This design comes from an exercise in tuning for small area and a short achievable clock period on the open sky130 flow, not from production work. The RTL was checked by simulation tests, not by an equivalence proof against the original design.

Setup of job 105:
==> module MULDIV, before the edit <==
module MULDIV (
	input  wire [31:0] A,
	input  wire [31:0] B,
	input  wire        MUL,
	output wire [31:0] C
	);
	genvar gl, gi;
	wire [31:0] aaU [0:5];
	wire [31:0] aaD [0:5];
	assign aaU[0] = {A[30:0], 1'b0};
	generate
		for (gl = 0; gl < 5; gl = gl + 1) begin : g_aau
			for (gi = 0; gi < 32; gi = gi + 1) begin : g_bit
				if (((gi + 1) % (2 << gl)) == 0) begin : g_comb
					assign aaU[gl+1][gi] = aaU[gl][gi] | aaU[gl][gi - (1 << gl)];
				end else begin : g_pass
					assign aaU[gl+1][gi] = aaU[gl][gi];
				end
			end
		end
		assign aaD[5] = aaU[5];
		for (gl = 4; gl >= 0; gl = gl - 1) begin : g_aad
			for (gi = 0; gi < 32; gi = gi + 1) begin : g_bit
				if (((gi + 1) % (2 << gl)) == (1 << gl) && gi >= (2 << gl)) begin : g_comb
					assign aaD[gl][gi] = aaD[gl+1][gi] | aaD[gl+1][gi - (1 << gl)];
				end else begin : g_pass
					assign aaD[gl][gi] = aaD[gl+1][gi];
				end
			end
		end
	endgenerate
	wire [31:0] aaL = aaD[0];
	wire [31:0] absA = A ^ ({32{A[31]}} & aaL);
	wire sB = B[31];
	wire [31:0] hz;    
	wire [31:0] ho;    
	wire [31:0] lz;    
	assign lz[0] = ~B[0];
	wire [31:0] nzs [0:5];    
	wire [31:0] nos [0:5];    
	genvar sl, sk;
	generate
		for (sk = 0; sk < 32; sk = sk + 1) begin : g_s0
			assign nzs[0][sk] = ~B[31-sk];
			assign nos[0][sk] = B[31-sk];
		end
		for (sl = 0; sl < 5; sl = sl + 1) begin : g_sl
			for (sk = 0; sk < 32; sk = sk + 1) begin : g_sk
				if ((sk >> sl) & 1) begin : g_comb
					assign nzs[sl+1][sk] = nzs[sl][sk] & nzs[sl][((sk >> sl) << sl) - 1];
					assign nos[sl+1][sk] = nos[sl][sk] & nos[sl][((sk >> sl) << sl) - 1];
				end else begin : g_pass
					assign nzs[sl+1][sk] = nzs[sl][sk];
					assign nos[sl+1][sk] = nos[sl][sk];
				end
			end
		end
	endgenerate
	assign hz[31] = 1'b1;
	assign ho[31] = 1'b1;
	genvar j;
	generate
		for (j = 30; j >= 0; j = j - 1) begin : g_hz
			assign hz[j] = nzs[5][30-j];
			assign ho[j] = nos[5][30-j];
		end
		for (j = 1; j < 32; j = j + 1) begin : g_lz
			assign lz[j] = lz[j-1] & ~B[j];
		end
	endgenerate
	wire [31:0] bfit = sB ? (ho & ~lz) : hz;    
	wire [31:0] yd = ~(B ^ {32{sB}});           
	wire cind = ~MUL & ~sB;
	wire [31:0] ydm = yd & {32{~MUL}};
	wire [31:0] bkm = {32{MUL}} & {B[0], B[1], B[2], B[3], B[4], B[5], B[6], B[7],
		B[8], B[9], B[10], B[11], B[12], B[13], B[14], B[15], B[16], B[17], B[18],
		B[19], B[20], B[21], B[22], B[23], B[24], B[25], B[26], B[27], B[28], B[29],
		B[30], B[31]};    
	wire [31:0] rw [0:31];
	generate
		for (j = 0; j < 32; j = j + 1) begin : g_row
			wire [j:0] x;
			wire [j:0] o;
			wire xin = ~MUL & absA[31-j];
			if (j == 0) begin : g_first
				assign x = xin;
			end else begin : g_next
				assign x = {rw[j-1][j-1:0], xin};
			end
			RROW #(.W(j+1)) row (.x(x), .a(A[j:0]), .bkm(bkm[j]), .ydm(ydm[j:0]),
				.mul(MUL), .cin(cind), .fit(bfit[j]), .o(o));
			if (j == 31) begin : g_last
				assign rw[j] = o;
			end else begin : g_pad
				assign rw[j] = {{(31-j){1'b0}}, o};
			end
		end
	endgenerate
	wire [31:0] r = rw[31];
	wire neg = ~MUL & A[31];
	wire [31:0] rrS [0:5];
	assign rrS[0] = {r[30:0], 1'b0};
	generate
		for (gl = 0; gl < 5; gl = gl + 1) begin : g_rrs
			for (gi = 0; gi < 32; gi = gi + 1) begin : g_bit
				if ((gi >> gl) & 1) begin : g_comb
					assign rrS[gl+1][gi] = rrS[gl][gi] | rrS[gl][((gi >> gl) << gl) - 1];
				end else begin : g_pass
					assign rrS[gl+1][gi] = rrS[gl][gi];
				end
			end
		end
	endgenerate
	wire [31:0] rrL = rrS[5];
	assign C = r ^ ({32{neg}} & rrL);
endmodule
export LEC_CHECK = 0
export ABC_AREA = 1
export CAP_MARGIN = 20
export CORE_MARGIN = 2
export CORE_UTILIZATION = 60
export SLEW_MARGIN = 20
export SYNTH_HIERARCHICAL = 1
create_clock -name core_clock -period 200.0 [get_ports {CLK}]
standard.sh (not shown) runs the stock make flow with config.mk's settings and CLKGATE_MAP_FILE= SYNTH_SCRIPT=/design/flow/synth_recipe.tcl, a recipe that flattens the netlist after the stock synthesis.
==> flow/flow/run.sh <==
#!/bin/bash
# The standard layout, except that the ports are buffered with the smallest
# buffer (buf_1) instead of the delay buffer buffer_ports picks by default.
set -euo pipefail
bash standard.sh "BUFFER_PORTS_ARGS=-buffer_cell sky130_fd_sc_hd__buf_1" finish > orfs_make.log 2>&1
## Diff of input files: job 101 against job 105
diff --git a/flow/design.v b/flow/design.v
--- a/flow/design.v
+++ b/flow/design.v
@@ -95,26 +95,37 @@
 				assign rw[j] = {{(31-j){1'b0}}, o};
 			end
 		end
 	endgenerate
 	wire [31:0] r = rw[31];
 	wire neg = ~MUL & A[31];
-	wire [31:0] rrS [0:5];
-	assign rrS[0] = {r[30:0], 1'b0};
+	wire [31:0] rrU [0:5];
+	wire [31:0] rrD [0:5];
+	assign rrU[0] = {r[30:0], 1'b0};
 	generate
-		for (gl = 0; gl < 5; gl = gl + 1) begin : g_rrs
+		for (gl = 0; gl < 5; gl = gl + 1) begin : g_rru
 			for (gi = 0; gi < 32; gi = gi + 1) begin : g_bit
-				if ((gi >> gl) & 1) begin : g_comb
-					assign rrS[gl+1][gi] = rrS[gl][gi] | rrS[gl][((gi >> gl) << gl) - 1];
+				if (((gi + 1) % (2 << gl)) == 0) begin : g_comb
+					assign rrU[gl+1][gi] = rrU[gl][gi] | rrU[gl][gi - (1 << gl)];
 				end else begin : g_pass
-					assign rrS[gl+1][gi] = rrS[gl][gi];
+					assign rrU[gl+1][gi] = rrU[gl][gi];
+				end
+			end
+		end
+		assign rrD[5] = rrU[5];
+		for (gl = 4; gl >= 0; gl = gl - 1) begin : g_rrd
+			for (gi = 0; gi < 32; gi = gi + 1) begin : g_bit
+				if (((gi + 1) % (2 << gl)) == (1 << gl) && gi >= (2 << gl)) begin : g_comb
+					assign rrD[gl][gi] = rrD[gl+1][gi] | rrD[gl+1][gi - (1 << gl)];
+				end else begin : g_pass
+					assign rrD[gl][gi] = rrD[gl+1][gi];
 				end
 			end
 		end
 	endgenerate
-	wire [31:0] rrL = rrS[5];
+	wire [31:0] rrL = rrD[0];
 	assign C = r ^ ({32{neg}} & rrL);
 endmodule
 module RROW #(parameter W = 8) (
 	input  wire [W-1:0] x,
 	input  wire [W-1:0] a,
 	input  wire         bkm,
Compared with job 105, in job 101 arrival time reported for the critical path endpoint now sits lower; synthesized area comparable; final worst-path cycle share shrank by 0.33 points; routed length on met1 fell by 0.85%; upper clock frequency limit now sits higher.
Number of ordinary and repair buffers in the finished layout came out higher on job 101 than on job 105.
In terms of wire length, job 105 and job 101 differ only marginally.
Looking at job 101 and job 105, the final standard cell count with taps included and fillers excluded is a wash.
The synthesized cell count was comparable across job 101 and job 105.
Job 105 → job 101: design area level.

==> what the ideal ports hide <==
The flow's constraints put no driver on any port. The routed layouts listed below were extracted and timed again, unchanged, in two steps. Step 1: set_driving_cell puts a clkbuf_16 on CLK and a buf_2 on each other input, an assumption about the parent block. Step 2 adds t to the input delays and takes it off the output delays; t is the mean of the earliest and latest rising clock arrival at the registers after step 1. Input paths then give back, and output paths get back, about the clock's delay inside the block. Slacks: no drivers / after step 1 / after step 2; pairs: no drivers / after step 1.
run	shift t [ns]	setup WS [ns]	worst setup path at the end	latest minus earliest clock arrival (ns)	worst register clock-pin slew, ns
job 105	0.327	57.229 / 57.201 / 57.201	input to output	0.011 / 0.012	0.07 / 0.07
job 101	0.319	57.887 / 57.863 / 57.863	input to output	0.011 / 0.012	0.07 / 0.07
After both steps setup and hold are still met in every run listed. For job 105, which loses most, drivers alone change the setup slack by -0.028 ns; drivers and shift together by -0.028 ns.
